This is an optimization exercise on Yosys and OpenROAD, whose aim is small area, a short achievable clock period and few clock cycles per item, not a production implementation. Function was checked by simulation only, so behaviour that the tests miss may differ from the original. No activity file was given, so power comes from the tool's default toggle rates.

Setup of the reference run:
## multiplier
module multiplier #(
    parameter WIDTH = 32
)(
    input  logic                   clk,
    input  logic                   rst_n,
    input  logic                   start,
    input  logic [WIDTH-1:0]       a,
    input  logic [WIDTH-1:0]       b,
    output logic [2*WIDTH-1:0]     result,
    output logic                   done
);
  wire [34:0] bz = {2'b00, b, 1'b0};
  wire [15:0] bo, bt, bn;
  wire [32:0] ax = {1'b0, a};
  wire [32:0] ax2 = {a, 1'b0};
  wire [32:0] bp [0:15];
  genvar gi;
  generate
    for (gi = 0; gi < 16; gi = gi + 1) begin : g_booth
      assign bo[gi] = bz[2*gi+1] ^ bz[2*gi];
      assign bt[gi] = (bz[2*gi+2] & ~bz[2*gi+1] & ~bz[2*gi]) | (~bz[2*gi+2] & bz[2*gi+1] & bz[2*gi]);
      assign bn[gi] = bz[2*gi+2];
      assign bp[gi] = ({33{bo[gi]}} & ax | {33{bt[gi]}} & ax2) ^ {33{bn[gi]}};
    end
  endgenerate
  wire s1_s0, s1_c0;
  mul_fa s1_u0 (.x(bn[1]), .y(bp[0][2]), .z(bp[1][0]), .s(s1_s0), .c(s1_c0));
  wire s1_s1, s1_c1;
  mul_fa s1_u1 (.x(bp[0][3]), .y(bp[1][1]), .z(s1_c0), .s(s1_s1), .c(s1_c1));
  wire s1_s2, s1_c2;
  mul_fa s1_u2 (.x(bn[2]), .y(bp[0][4]), .z(bp[1][2]), .s(s1_s2), .c(s1_c2));
  wire s1_s3, s1_c3;
  mul_fa s1_u3 (.x(bp[2][0]), .y(s1_s2), .z(s1_c1), .s(s1_s3), .c(s1_c3));
  wire s1_s4, s1_c4;
  mul_fa s1_u4 (.x(bp[0][5]), .y(bp[1][3]), .z(bp[2][1]), .s(s1_s4), .c(s1_c4));
  wire s1_s5, s1_c5;
  mul_fa s1_u5 (.x(s1_c2), .y(s1_s4), .z(s1_c3), .s(s1_s5), .c(s1_c5));
  wire s1_s6, s1_c6;
  mul_fa s1_u6 (.x(bn[3]), .y(bp[0][6]), .z(bp[1][4]), .s(s1_s6), .c(s1_c6));
  wire s1_s7, s1_c7;
  mul_fa s1_u7 (.x(bp[2][2]), .y(bp[3][0]), .z(s1_c4), .s(s1_s7), .c(s1_c7));
  wire s1_s8, s1_c8;
  mul_fa s1_u8 (.x(s1_s6), .y(s1_s7), .z(s1_c5), .s(s1_s8), .c(s1_c8));
  wire s1_s9, s1_c9;
  mul_fa s1_u9 (.x(bp[0][7]), .y(bp[1][5]), .z(bp[2][3]), .s(s1_s9), .c(s1_c9));
  wire s1_s10, s1_c10;
  mul_fa s1_u10 (.x(bp[3][1]), .y(s1_c6), .z(s1_s9), .s(s1_s10), .c(s1_c10));
  wire s1_s11, s1_c11;
  ...
For scale: about 2,800 cells after synthesis, ~140 flip-flops, about 130 I/O pins, ~0.027 mm² of cells after synthesis.
clock: 5.0 ns
lec_check: 0
abc_area: 1
cap_margin: 20
core_margin: 2
core_utilization: 40
gpl_routability_driven: 0
slew_margin: 20
synth_hierarchical: 1
synth_minimum_keep_size: 0
standard.sh (not shown) runs the stock make flow with config.mk's settings and CLKGATE_MAP_FILE= SYNTH_SCRIPT=/design/flow/synth_recipe.tcl, a recipe that flattens the netlist after the stock synthesis.
==> flow/flow/run.sh <==
#!/bin/bash
# The standard layout (the standard.sh, unchanged synthesis), except that
# the input and output ports are buffered with sky130_fd_sc_hd__buf_2 cells
# instead of the delay cells that buffer_ports picks by default.
set -o pipefail
export BUFFER_PORTS_ARGS="-buffer_cell sky130_fd_sc_hd__buf_2"
bash standard.sh > standard.log 2>&1
Testbench counts of the reference run, summed over its fixed seeds: cycles 1,280, items 1,280.
For the trial run, these inputs were changed with respect to the reference run:
- CORE_UTILIZATION now 55, was 40
- GPL_ROUTABILITY_DRIVEN no longer set, was 0
## What came out
Per the comparison of the trial run with the reference run, clock group power saw an increase; post-layout worst setup margin saw a decrease.
The trial run -> the reference run: post-synthesis share of cell area spent on xor and xnor gates delta 0, exact match
In the metrics for the trial run and the reference run, the one carrying the lower post-placement cell area is the trial run.
The lower number of cells upsized or downsized after cts came out of the trial run.
The trial run gives less buffering stage count on the worst path with inverters included than the reference run did.
The trial run -> the reference run: total power flat
Compared with the reference run, the trial run shows total non-filler cell area in the finished layout that has gone down slightly.
Hold slack delta for the trial run relative to the reference run: 11 ps higher

========
## run A
multiplier, a different RTL version from the one above (not shown whole).
Size in the first run: about 2,900 cells after synthesis, roughly 140 flip-flops, roughly 130 I/O pins, roughly 0.027 mm^2 of cells after synthesis.
==> flow/config.mk <==
export PLATFORM = sky130hd
export DESIGN_NAME = multiplier
export DESIGN_NICKNAME = multiplier
export VERILOG_FILES = /design/flow/design.v
export SDC_FILE = /design/flow/constraint.sdc
export NUM_CORES = 4
export LEC_CHECK = 0
export ABC_AREA = 1
export CAP_MARGIN = 20
export CORE_MARGIN = 2
export CORE_UTILIZATION = 40
export GPL_ROUTABILITY_DRIVEN = 0
export SLEW_MARGIN = 20
export SYNTH_HIERARCHICAL = 1
export SYNTH_MINIMUM_KEEP_SIZE = 0
==> flow/constraint.sdc <==
create_clock -name core_clock -period 5.0 [get_ports {clk}]
set_input_delay 1.0000 -clock core_clock [delete_from_list [all_inputs] [get_ports {clk}]]
set_output_delay 1.0000 -clock core_clock [all_outputs]
set_load 0.01 [all_outputs]
Scripts as last shown in full above: flow/flow/run.sh
Testbench counts of run A, summed over its fixed seeds: cycles 1,280, items 1,280.
For run B, these inputs were changed with respect to run A:
--- a/flow/config.mk
+++ b/flow/config.mk
@@ -12 +11,0 @@
-export GPL_ROUTABILITY_DRIVEN = 0
## What came out
- On non-filler instance count after layout, run B and run A are neck and neck.
- Compared with run A, run B shows first-iteration DRC count lower by 390.
- On delay of the slowest critical-path stage, run B and run A are basically level.
- On clock network power share: between run B and run A, it ends up lower for run B.
- Run A and run B ended up with roughly the same area after synthesis.
- Compared with run A, in run B count of clock-net buffers in the final layout fell by 2; global-route wire length before repair decreased by 2600 um relative to the old numbers; final standard cell area without fillers held steady.
- Delta(detailed-routed wire length on met2, run B - run A) > 0
- Portion of the clock cycle consumed by the worst path in the final layout in run B is 2.0 points lower than in run A
- The proportion of cell area occupied by registers of run B and that of run A are within noise of each other.

========
## rev 12
multiplier, a different RTL version from the one above (not shown whole).
For scale: ~140 flip-flops, ~130 I/O pins, roughly 0.027 sq mm of cells after synthesis.
Settings: LEC_CHECK=0, ABC_AREA=1, CAP_MARGIN=20, CORE_MARGIN=2, CORE_UTILIZATION=40, SLEW_MARGIN=20, SYNTH_HIERARCHICAL=1, SYNTH_MINIMUM_KEEP_SIZE=0; clock period 5.0 ns.
run.sh (not shown) runs the stock make flow with config.mk's settings and CLKGATE_MAP_FILE= SYNTH_SCRIPT=/design/flow/synth_recipe.tcl, a recipe that flattens the netlist after the stock synthesis.
Stock flow here: none of the scripts above is used.
Per the final summary, rev 12 finished and its layout is clean on timing, DRC and antenna.
Testbench counts of rev 12, summed over its fixed seeds: cycles 1,280, items 1,280.
Modified inputs, rev 13 compared to rev 12
- GPL_TIMING_DRIVEN now 0, previously not set
## What came out
- Rev 13 — worst setup slack before clock tree synthesis 1070 ps lower, rev 12 as reference
- Although rev 13 finished all stages, its layout failed final checks on negative setup slack.
- From rev 12 to rev 13, non-clock inverter instance count of the final layout did not move at all.
- met3 demand-to-capacity share in global routing on rev 13 is down relative to rev 12.
- Diff rev 12..rev 13 | worst hold slack | negligible
- Number of placed instances with taps included: rev 13 and rev 12 compared, higher one is rev 12
- Diff rev 12 -> rev 13: clock power saw a decrease, full die area level.
- In the tables for rev 13 and rev 12, part of the power in the clock network reads lower with rev 13.

========
multiplier with an RTL version that a note above also has.
Size: about 130 I/O pins, ~27000 um^2 of cells after synthesis.
make LEC_CHECK=0 ABC_AREA=1 CAP_MARGIN=20 CORE_MARGIN=2 CORE_UTILIZATION=40 SLEW_MARGIN=20 SYNTH_HIERARCHICAL=1 SYNTH_MINIMUM_KEEP_SIZE=0 finish   # period 5.0 ns
Testbench counts at the start, summed over its fixed seeds: cycles 1,280, items 1,280.
Next try:
==> flow/flow/run.sh (new file) <==
#!/bin/bash
# The standard layout (the standard.sh, unchanged synthesis), except that
# the input and output ports are buffered with sky130_fd_sc_hd__buf_2 cells
# instead of the delay cells that buffer_ports picks by default.
set -o pipefail
export BUFFER_PORTS_ARGS="-buffer_cell sky130_fd_sc_hd__buf_2"
bash standard.sh > standard.log 2>&1
==> flow/standard.sh (new file) <==
#!/bin/bash
# synth_recipe.tcl (not shown) runs the flow's synth.tcl, then flattens the netlist and writes it again
# the make line also repeats each setting of config.mk as NAME=value (left out here)
make -C /OpenROAD-flow-scripts/flow DESIGN_CONFIG=/design/flow/config.mk WORK_HOME=/design/flow/orfs CLKGATE_MAP_FILE= SYNTH_SCRIPT=/design/flow/synth_recipe.tcl "${@:-finish}"
--- a/flow/config.mk
+++ b/flow/config.mk
@@ -11,0 +12 @@
+export CTS_BUF_LIST = sky130_fd_sc_hd__clkbuf_4 sky130_fd_sc_hd__clkbuf_8
removed: flow/run.sh
What happened:
- The changed run finished clean
- via count came out lower slightly
- maximum frequency came out lower by a few percent
- utilization came out lower by 2.8 points
Next try:
--- a/flow/flow/run.sh
+++ b/flow/flow/run.sh
@@ -4 +4,3 @@
-# instead of the delay cells that buffer_ports picks by default.
+# instead of the delay cells that buffer_ports picks by default, and that
+# after global routing the gates off the critical paths are sized down again
+# (ORFS's power recovery).
@@ -6,0 +9 @@
+export RECOVER_POWER=100
--- a/flow/config.mk
+++ b/flow/config.mk
@@ -12 +11,0 @@
-export CTS_BUF_LIST = sky130_fd_sc_hd__clkbuf_4 sky130_fd_sc_hd__clkbuf_8
Now the flow reached the layout checks and failed them: max-capacitance violations, max-slew violations.
Via count stays flat.
Final cell count barely changes.
Die area does not change.
Flip-flop and latch count does not change.
Next try:
==> flow/flow/run.sh (replaced) <==
#!/bin/bash
# The standard layout (the standard.sh, unchanged synthesis), except that
# the input and output ports are buffered with sky130_fd_sc_hd__buf_2 cells
# instead of the delay cells that buffer_ports picks by default.
set -o pipefail
export BUFFER_PORTS_ARGS="-buffer_cell sky130_fd_sc_hd__buf_2"
bash standard.sh > standard.log 2>&1
The new run completed with no timing, DRC or antenna violations.
Fmax climbs slightly.
Clock-buffer cell count does not change.
Non-clock buffer count is unchanged.
Core utilization climbs by 0.16 points.
Routed wire length stays flat.
Next try:
==> flow/flow/run.sh (replaced) <==
#!/bin/bash
# The standard layout (the standard.sh, unchanged synthesis), except that
# the input and output ports are buffered with sky130_fd_sc_hd__buf_1 cells
# instead of the delay cells that buffer_ports picks by default.
set -o pipefail
export BUFFER_PORTS_ARGS="-buffer_cell sky130_fd_sc_hd__buf_1"
bash standard.sh > standard.log 2>&1
After rerunning: The new run ran to the end with no violations; cell area goes up slightly; die area does not change; worst setup slack hardly moves; area after synthesis does not change; sequential power stays flat; combinational power is about the same; global-route usage came out higher by 0.82 points; maximum frequency barely changes; sequential share of layout area stays flat.

static timing again, ports no longer ideal:
How much do the figures lean on ideal ports? The routed layouts below were timed once more, with nothing changed but the port constraints. Step 1 assumes that a clkbuf_16 drives the clock port and a buf_2 every other input. Step 2, shift: input delay + t, output delay - t, t = (earliest + latest rising clock arrival at the registers) / 2. This alone moves slack from input paths to output paths. Slacks: ideal / step 1 / step 2; pairs: ideal / step 1.
run | t, ns | setup WS [ns] | worst data-port slew with drivers (ns)
the reference run | 0.563 | 0.120 / 0.058 / -0.054 | 0.18
the trial run | 0.551 | 0.099 / 0.038 / -0.063 | 0.07
run A | 0.561 | 0.092 / 0.029 / -0.009 | 0.19
run B | 0.542 | 0.191 / 0.130 / -0.066 | 0.17
rev 12 | 0.560 | 0.065 / 0.053 / -0.453 | 0.17
rev 13 | 0.554 | -0.074 / -0.037 / -0.590 | 0.07
the first run of note 4 | 0.568 | 0.164 / 0.100 / -0.364 | 0.17
the second run of note 4 | 0.627 | 0.054 / -0.001 / -0.078 | 0.18
the third run of note 4 | 0.550 | 0.126 / 0.065 / -0.366 | 0.17
the fourth run of note 4 | 0.552 | 0.145 / 0.084 / -0.042 | 0.16
the fifth run of note 4 | 0.567 | 0.146 / 0.081 / -0.340 | 0.17
For the first run of note 4, which loses most, drivers alone change the setup slack by -0.064 ns; drivers and shift together by -0.528 ns.
